What follows belongs to an exercise in optimizing a design on an open flow for small area and a short achievable clock period; a production flow would make more cautious choices. At most, simulation tests tie the RTL to the original design; equivalence was not proved. Power is estimated from default activity; no workload was simulated.

==> lagoon <==
==> flow/design.v (excerpt) <==
module adder_tree45 (
    input  logic          i_clk,
    input  logic          i_ena,
    input  logic [719:0]  i_data,
    input  logic [44:0]   i_input_enable,
    output logic [21:0]   o_data
);
Settings: LEC_CHECK=0, CAP_MARGIN=20, CORE_MARGIN=2, CORE_UTILIZATION=40, SETUP_SLACK_MARGIN=1.5, SLEW_MARGIN=20; clock period 5.5 ns.
standard.sh (not shown) runs the stock make flow with config.mk's settings and CLKGATE_MAP_FILE= SYNTH_SCRIPT=/design/flow/synth_recipe.tcl, a recipe that flattens the netlist after the stock synthesis.
==> flow/flow/run.sh <==
#!/bin/bash
# Own layout flow: the standard synthesis, then a netlist pass that removes the
# inverters Yosys's full-adder extraction leaves between full adders (full adders
# are self-dual, so each can work on true or complemented signals), then the standard flow's
# standard layout from floorplan on. Ports are buffered with buf_1 cells.
set -euo pipefail
W=$PWD
R=$W/orfs/results/${FLOW_PLATFORM:-sky130hd}/adder_tree45/base
export BUFFER_PORTS_ARGS="-buffer_cell sky130_fd_sc_hd__buf_1"
bash standard.sh "$R/1_2_yosys.v" > "$W/synth.log" 2>&1
cp "$R/1_2_yosys.v" "$W/1_2_yosys_standard.v"
python3 flow/fixinv.py "$W/1_2_yosys_standard.v" "$R/1_2_yosys.v" > "$W/fixinv.log" 2>&1
bash standard.sh > "$W/layout.log" 2>&1
Other scripts of this flow, unchanged in this note and not shown: flow/flow/fixinv.py
==> inputs of delta, as changes to lagoon <==
- SETUP_SLACK_MARGIN: 1.5 -> 2.5
==> comparison table <==
Antenna fix cells: delta 9; lagoon 15
Clk network pwr share: delta 10.1%; lagoon 10.3%
Final-layout clock buffer total: delta 27; lagoon 29
Worst path bufs/invs: delta 4; lagoon 1
Count of plain and timing-repair buffers in the layout: delta 985; lagoon 809
Number of antenna violations at the first check in global routing: delta 9; lagoon 13
Max Freq: delta 303 MHz; lagoon 247 MHz
Pin count of the biggest net entering global routing: delta 83; lagoon 99
Power density relative to cell area: delta 492 nW/um^2; lagoon 545 nW/um^2
DP Worst Slack: delta 0.984 ns; lagoon 1.02 ns
Post-layout min period: delta 3.30 ns; lagoon 4.04 ns
Initial detailed-routing violation count: delta 2422; lagoon 1780
Switching power share of the total: delta 42.2%; lagoon 42.7%
Post-CTS setup buffers: delta 98; lagoon 0
Critical register-to-register path startpoint: delta r1_c13_1; lagoon r1_c9_3
Final Cell Area: delta 35400 um^2; lagoon 29300 um^2
Cell-internal power: delta 10.1 mW; lagoon 9.13 mW
Routed wire length on met3: delta 16.1 mm; lagoon 10.8 mm
Final Util: delta 58.5%; lagoon 48.3%
Via density per instance: delta 5.84; lagoon 5.53
Status: delta timing/DRC/antenna clean; lagoon timing/DRC/antenna clean
Stages on the worst setup path: delta 9; lagoon 6
Seq/total area: delta 18.6%; lagoon 22.5%
Via count of the first global-routing pass: delta 22932; lagoon 21362
HPWL Detailed: delta 103 mm; lagoon 96.8 mm
Share of post-route cells with drive strength above 1: delta 38.7%; lagoon 3.88%
Function was not checked in any run of this note: the RTL went through the layout flow alone.

* * *

==> run H <==
adder_tree45, a different RTL version from the one above (not shown whole).
// adder_tree45
module adder_tree45 (
    input  logic          i_clk,
    input  logic          i_ena,
    input  logic [719:0]  i_data,
    input  logic [44:0]   i_input_enable,
    output logic [21:0]   o_data
);
export LEC_CHECK = 0
export CAP_MARGIN = 20
export CORE_MARGIN = 2
export CORE_UTILIZATION = 40
export SETUP_SLACK_MARGIN = 2.5
export SLEW_MARGIN = 20
create_clock -name core_clock -period 5.5 [get_ports {i_clk}]
Scripts as last shown in full above: flow/flow/run.sh
Other scripts of this flow, unchanged in this note and not shown: flow/flow/fixinv.py
==> run X (differences from run H) <==
- CTS_BUF_LIST: default -> sky130_fd_sc_hd__clkbuf_8
- CTS_CLUSTER_SIZE: default -> 30
==> run notes <==
- Of run X and run H, run H has the higher clock power (gap 8.7%, measured against run H).
- In run X the count of clock-buffer cells in the layout is higher than in run H, by 7.
- In sequential power, run X and run H hardly differ.
- Cell area: run H is higher than run X (about 0.22%).
- Of run H and run X, run X has the higher sequential share of layout area (gap 0.059 points).
- Against run H, the routed wire length of run X is higher by about 0.35%.
==> figures <==
Clock tree cell share of total cell area: run H 0.0346; run X 0.0327
Internal power component: run H 10000 uW; run X 9850 uW
Worst slew margin relative to its limit: run H 0.461; run X 0.485
Switching part of the total power: run H 0.392; run X 0.399
Final std cells w/o fill: run H 3577; run X 3611
Met3 Usage GRT: run H 0.0962; run X 0.0956
Reg-to-Reg End: run H r2_c8_2; run X r2_c10_2
Fraction of final layout cells sized beyond drive strength 1: run H 0.0903; run X 0.0969
Metal1 wirelength: run H 42.6 mm; run X 43.4 mm
Cts bufs inserted: run H 37; run X 54
Seq area share: run H 0.276; run X 0.277
Worst EP required: run H 5.79 ns; run X 5.83 ns
Run status: run H timing/DRC/antenna clean; run X timing/DRC/antenna clean

-- afterwards: timing with drivers on the ports --
How much do the figures lean on ideal ports? The routed layouts below were timed once more, with nothing changed but the port constraints. Step 1 sets driving cells, clkbuf_16 on the clock port and buf_2 on the other inputs (assumed; they add their load-dependent delay and slew). Step 2 also shifts input and output timing later by t, the mid clock arrival at the registers, as if the neighbouring blocks saw the same clock. a / b / c = ideal ports / drivers / drivers and shift; a / b = the first two.
run | t, ns | setup slack, ns | clock arrival spread, ns | worst slew at a driven data input, ns | pins driven straight from the clock port
lagoon | 0.602 | 1.459 / 1.502 / 0.900 | 0.023 / 0.022 | 0.23 | 1
delta | 0.591 | 2.203 / 2.095 / 1.504 | 0.020 / 0.020 | 0.24 | 1
run H | 0.593 | 2.455 / 2.476 / 1.882 | 0.022 / 0.023 | 0.11 | 1
run X | 0.659 | 2.441 / 2.452 / 1.793 | 0.028 / 0.028 | 0.11 | 1
After both steps every run listed still meets setup and hold. For delta, which loses most, drivers alone change the setup slack by -0.108 ns; drivers and shift together by -0.699 ns.
